What follows belongs to an exercise in optimizing a design on an open flow for small area; a production flow would make more cautious choices. In this exercise RTL edits were held to simulation tests only and were not proved equivalent to the original. The flow treats the clock pin as an ideal source. Dropping or thinning the clock tree relies on that and would not hold on a real chip. Power is estimated from default activity; no workload was simulated.

## House
module House
(
    input  wire       CLK_50,           
    input  wire       RST,              
    input  wire       RESET_ALARM,      
    input  wire       BTN_ACTIVATE,
    input  wire       SMOKE_SENSOR,
    input  wire [1:0] SWITCH_POS,
    input  wire       LIMIT_UP_N,       
    input  wire       LIMIT_DOWN_N,     
    input  wire       PRESENCE_S1,
    input  wire       PRESENCE_S2,
    input  wire       LIGHTS_RESET_N,   
    input  wire       PIR_INPUT_1,
    input  wire       PIR_INPUT_2,
    output wire       BUZZER_OUT,
    output wire       LED_ALERT_OUT,
    output wire [3:0] STEPPER_OUT,
    output wire       SERVO_PWM1,
    output wire       SERVO_PWM2,
    output wire       LED_LIGHT_1,
    output wire       LED_LIGHT_2
);
==> module alarma, before the edit <==
module alarma (
    input wire clk,
    input wire rst,
    input wire reset,
    input wire btn_activate,
    input wire smoke_detected,
    output wire buzzer,
    output wire led_alert
);
    reg alarm_active, nbtn_prev, nsmoke_prev, nreset_prev;
    always @(posedge clk) begin
        if (rst) begin
            alarm_active <= 1'b0;
            nbtn_prev <= 1'b1;
            nsmoke_prev <= 1'b1;
            nreset_prev <= 1'b1;
        end else begin
            if (reset && nreset_prev) alarm_active <= 1'b0;
            else if ((btn_activate && nbtn_prev) || (smoke_detected && nsmoke_prev)) alarm_active <= 1'b1;
            nbtn_prev <= ~btn_activate;
            nsmoke_prev <= ~smoke_detected;
            nreset_prev <= ~reset;
        end
    end
    localparam [11:0] P  = 12'b101010101010;
    localparam [11:0] SH = 12'b110001000100;
    reg  [11:0] h;
    reg  led_blink;
    wire [11:0] s = h ^ P;
    wire isE = (~h[1] & h[2] & h[3] & h[4] & ~h[5] & ~h[6] & ~h[7] & h[8] & h[9]);
    always @(posedge clk) begin
        if (!alarm_active | isE) h <= SH;
        else h <= {s[10:0], s[11] ^ s[10]} ^ P;
        led_blink <= alarm_active & (led_blink ^ isE);
    end
    assign buzzer    = ~alarm_active;
    assign led_alert = ~(alarm_active & led_blink);
endmodule
==> module platform, before the edit <==
module platform(
    input clk,
    input rst,
    input [1:0] switch_pos,
    input stop_Up,
    input stop_Down,
    output reg [3:0] step_out
);
    localparam [6:0] P  = 7'b0101010;
    localparam [6:0] SH = 7'b1100010;
    reg  [6:0] h;
    wire [6:0] s = h ^ P;
    wire isE = (h[1] & h[3] & ~h[4] & h[5] & ~h[6]);
    always @(posedge clk) begin
        if (rst | isE) h <= SH;
        else h <= {s[5:0], s[6] ^ s[5]} ^ P;
    end
    reg [2:0] prev_index;
    reg mv_up, mv_dn;
    wire after_rst = mv_up & mv_dn;
    wire mv = mv_up ^ mv_dn;
    wire c1 = mv & (prev_index[0] ^ mv_dn);
    wire c2 = c1 & (prev_index[1] ^ mv_dn);
    always @(posedge clk) begin
        if (rst) begin
            prev_index <= 3'd0;
            mv_up <= 1'b1;
            mv_dn <= 1'b1;
        end else begin
            prev_index <= prev_index ^ {c2, c1, mv};
            mv_up <= isE & switch_pos[0] & ~switch_pos[1] & stop_Up;
            mv_dn <= isE & switch_pos[1] & ~switch_pos[0] & stop_Down;
        end
    end
    reg [3:0] step_sequence;
    always @(*) begin
        case (prev_index)
            3'd0: step_sequence = 4'b1000;
            3'd1: step_sequence = 4'b1100;
            3'd2: step_sequence = 4'b0100;
            3'd3: step_sequence = 4'b0110;
            3'd4: step_sequence = 4'b0010;
            3'd5: step_sequence = 4'b0011;
            3'd6: step_sequence = 4'b0001;
            default: step_sequence = 4'b1001;
        endcase
    end
    always @(*) step_out = after_rst ? 4'b0000 : step_sequence;
endmodule
clock: 10.0 ns
lec_check: 0
cap_margin: 0
core_margin: 2
core_utilization: 70
gpl_timing_driven: 0
slew_margin: 0
standard.sh (not shown) runs the stock make flow with config.mk's settings and CLKGATE_MAP_FILE= SYNTH_SCRIPT=/design/flow/synth_recipe.tcl, a recipe that flattens the netlist after the stock synthesis.
==> flow/flow/run.sh <==
#!/bin/bash
set -euo pipefail
W=$(pwd)
rm -rf "$W/scripts_abc"
cp -r "$FLOW_HOME/scripts" "$W/scripts_abc"
cp "$W/flow/abc_area_map.script" "$W/scripts_abc/abc_speed.script"
SCRIPTS_DIR="$W/scripts_abc" bash standard.sh synth > "$W/synth.log" 2>&1
export BUFFER_PORTS_ARGS="-buffer_cell sky130_fd_sc_hd__buf_1"
export PRE_CTS_TCL=$W/flow/cts_pre.tcl
bash standard.sh > "$W/layout.log" 2>&1
Other scripts of this flow, unchanged in this note and not shown: flow/flow/abc_area_map.script, flow/flow/cts_pre.tcl
==> next run, changes <==
--- a/flow/design.v
+++ b/flow/design.v
@@ -21,15 +21,15 @@
             nsmoke_prev <= ~smoke_detected;
             nreset_prev <= ~reset;
         end
     end
     localparam [11:0] P  = 12'b101010101010;
-    localparam [11:0] SH = 12'b110001000100;
+    localparam [11:0] SH = 12'b010011110011;
     reg  [11:0] h;
     reg  led_blink;
     wire [11:0] s = h ^ P;
-    wire isE = (~h[1] & h[2] & h[3] & h[4] & ~h[5] & ~h[6] & ~h[7] & h[8] & h[9]);
+    wire isE = (~h[0] & h[1] & ~h[4] & h[5] & h[7] & ~h[8] & h[9] & h[10]);
     always @(posedge clk) begin
         if (!alarm_active | isE) h <= SH;
         else h <= {s[10:0], s[11] ^ s[10]} ^ P;
         led_blink <= alarm_active & (led_blink ^ isE);
     end
@@ -52,24 +52,24 @@
     always @(posedge clk) begin
         if (rst | isE) h <= SH;
         else h <= {s[5:0], s[6] ^ s[5]} ^ P;
     end
     reg [2:0] prev_index;
-    reg mv_up, mv_dn;
-    wire after_rst = mv_up & mv_dn;
-    wire mv = mv_up ^ mv_dn;
+    reg mv, mv_dn;
+    wire after_rst = ~mv & mv_dn;
     wire c1 = mv & (prev_index[0] ^ mv_dn);
     wire c2 = c1 & (prev_index[1] ^ mv_dn);
+    wire go = isE & (switch_pos[0] ? (~switch_pos[1] & stop_Up) : (switch_pos[1] & stop_Down));
     always @(posedge clk) begin
         if (rst) begin
             prev_index <= 3'd0;
-            mv_up <= 1'b1;
+            mv <= 1'b0;
             mv_dn <= 1'b1;
         end else begin
             prev_index <= prev_index ^ {c2, c1, mv};
-            mv_up <= isE & switch_pos[0] & ~switch_pos[1] & stop_Up;
-            mv_dn <= isE & switch_pos[1] & ~switch_pos[0] & stop_Down;
+            mv <= go;
+            mv_dn <= go & switch_pos[1];
         end
     end
     reg [3:0] step_sequence;
     always @(*) begin
         case (prev_index)
Outcome:
- critical path depth does not change
- worst setup slack loses 0.051 ns
- design area decreases by 0.35%
- clock power grows by about 4%
- cell count is higher by 0.50%
- via count barely changes
- worst hold slack is better by 0.029 ns
In every run of this note, the design's own scripts or RTL, not TritonCTS, make the clock network.

## lane 2
Another version of the RTL of House (not shown whole).
For scale: roughly 320 cells after synthesis, about 24 I/O pins, ~3300 um2 of cells after synthesis.
==> module SmartLights, before the edit <==
module SmartLights(
    input  wire clk,
    input  wire rst,
    input  wire reset_n,
    input  wire pir_input_1,
    input  wire pir_input_2,
    output wire led_output_1,
    output wire led_output_2
);
    localparam [17:0] P  = 18'b101010101010101010;
    localparam [17:0] SH = 18'b101110011100000000;
    wire clr = rst | ~reset_n;
    reg cleared;
    always @(posedge clk) cleared <= clr;
    reg  [17:0] h1;
    wire [17:0] s1 = h1 ^ P;
    wire z1 = ~(s1[2] | s1[3] | s1[4] | s1[5] | s1[6] | s1[7] | s1[8] | s1[9] | s1[10] | s1[11] | s1[12] | s1[13] | s1[14] | s1[15] | s1[16]);
    wire done1 = z1 & ~s1[17];
    wire fb1 = (s1[17] ^ s1[16]) & ~z1;
    wire ld1 = clr | ~pir_input_1;
    always @(posedge clk) begin
        h1 <= ld1 ? SH : ({s1[16:0], fb1} ^ P);
    end
    assign led_output_1 = ~cleared & ~done1;
    reg  [17:0] h2;
    wire [17:0] s2 = h2 ^ P;
    wire z2 = ~(s2[2] | s2[3] | s2[4] | s2[5] | s2[6] | s2[7] | s2[8] | s2[9] | s2[10] | s2[11] | s2[12] | s2[13] | s2[14] | s2[15] | s2[16]);
    wire done2 = z2 & ~s2[17];
    wire fb2 = (s2[17] ^ s2[16]) & ~z2;
    wire ld2 = clr | ~pir_input_2;
    always @(posedge clk) begin
        h2 <= ld2 ? SH : ({s2[16:0], fb2} ^ P);
    end
    assign led_output_2 = ~cleared & ~done2;
endmodule
Settings: LEC_CHECK=0, CAP_MARGIN=0, CORE_MARGIN=2, CORE_UTILIZATION=70, GPL_TIMING_DRIVEN=0, SLEW_MARGIN=0; clock period 10.0 ns.
Scripts as last shown in full above: flow/flow/run.sh
Other scripts of this flow, unchanged in this note and not shown: flow/flow/abc_area_map.script, flow/flow/cts_pre.tcl
## Diff of input files: lane 3 against lane 2
-- flow/design.v --
<<< lane 2, line 142
    input  wire pir_input_1,
    input  wire pir_input_2,
    output wire led_output_1,
    output wire led_output_2
);
    localparam [17:0] P  = 18'b101010101010101010;
    localparam [17:0] SH = 18'b101110011100000000;
    wire clr = rst | ~reset_n;
    reg cleared;
    always @(posedge clk) cleared <= clr;
    reg  [17:0] h1;
    wire [17:0] s1 = h1 ^ P;
>>> lane 3, line 142
    input  wire pir_input_1,
    input  wire pir_input_2,
    output reg  led_output_1,
    output reg  led_output_2
);
    localparam [17:0] P  = 18'b101010101010101010;
    localparam [17:0] SH = 18'b100011000111111110;
    wire clr = rst | ~reset_n;
    reg  [17:0] h1;
    wire [17:0] s1 = h1 ^ P;
<<< lane 2, line 158
    always @(posedge clk) begin
        h1 <= ld1 ? SH : ({s1[16:0], fb1} ^ P);
    end
    assign led_output_1 = ~cleared & ~done1;
    reg  [17:0] h2;
    wire [17:0] s2 = h2 ^ P;
>>> lane 3, line 156
    always @(posedge clk) begin
        h1 <= ld1 ? SH : ({s1[16:0], fb1} ^ P);
        led_output_1 <= ~clr & (~pir_input_1 | ~done1);
    end
    reg  [17:0] h2;
    wire [17:0] s2 = h2 ^ P;
<<< lane 2, line 168
    always @(posedge clk) begin
        h2 <= ld2 ? SH : ({s2[16:0], fb2} ^ P);
    end
    assign led_output_2 = ~cleared & ~done2;
endmodule
module House
>>> lane 3, line 166
    always @(posedge clk) begin
        h2 <= ld2 ? SH : ({s2[16:0], fb2} ^ P);
        led_output_2 <= ~clr & (~pir_input_2 | ~done2);
    end
endmodule
module House
==> comparison <==
Setup WNS lane 2 -> lane 3: better. Sequential share of the synthesized area across lane 2 and lane 3: no real change. Diff lane 2 -> lane 3: number of cells on the worst reg-to-reg path down 1; data required time of the worst path increased by 2.03 ns relative to the old numbers; wire length of the first global-routing pass now smaller; number of nets in the synthesized netlist saw an increase; worst-margin pin slew climbed 0.0032 ns. Internal power contribution (lane 3 over lane 2): increase, 0.47%. The run showing the smaller worst-skew pair later-pin latency is lane 2.
No run of this note takes its clock network from TritonCTS; it comes from the design's own scripts or RTL.

[afterwards: timing with drivers on the ports]
No port has a modelled driver above. Below, the same layouts with a new extraction and two added sets of constraints.
Step 1 sets driving cells, clkbuf_16 on the clock port and buf_2 on the other inputs (assumed; they add their load-dependent delay and slew).
Step 2 also shifts input and output timing later by t, the mid clock arrival at the registers, as if the neighbouring blocks saw the same clock.
Slacks: no drivers / after step 1 / after step 2; pairs: no drivers / after step 1.
run	t, ns	setup WS [ns]	hold slack, ns	worst register clock-pin slew, ns
the first run of note 1	0.208	6.659 / 6.641 / 6.505	0.347 / 0.347 / 0.347	0.12 / 0.12
the second run of note 1	0.210	6.609 / 6.664 / 6.453	0.376 / 0.376 / 0.376	0.11 / 0.11
lane 2	0.213	6.552 / 6.476 / 6.440	0.376 / 0.376 / 0.376	0.11 / 0.11
lane 3	0.222	6.664 / 6.716 / 6.494	0.377 / 0.377 / 0.377	0.11 / 0.11
After both steps setup and hold are still met in every run listed. The setup slack of lane 3, which loses most, moves by +0.052 ns with the drivers and by -0.170 ns with both steps.
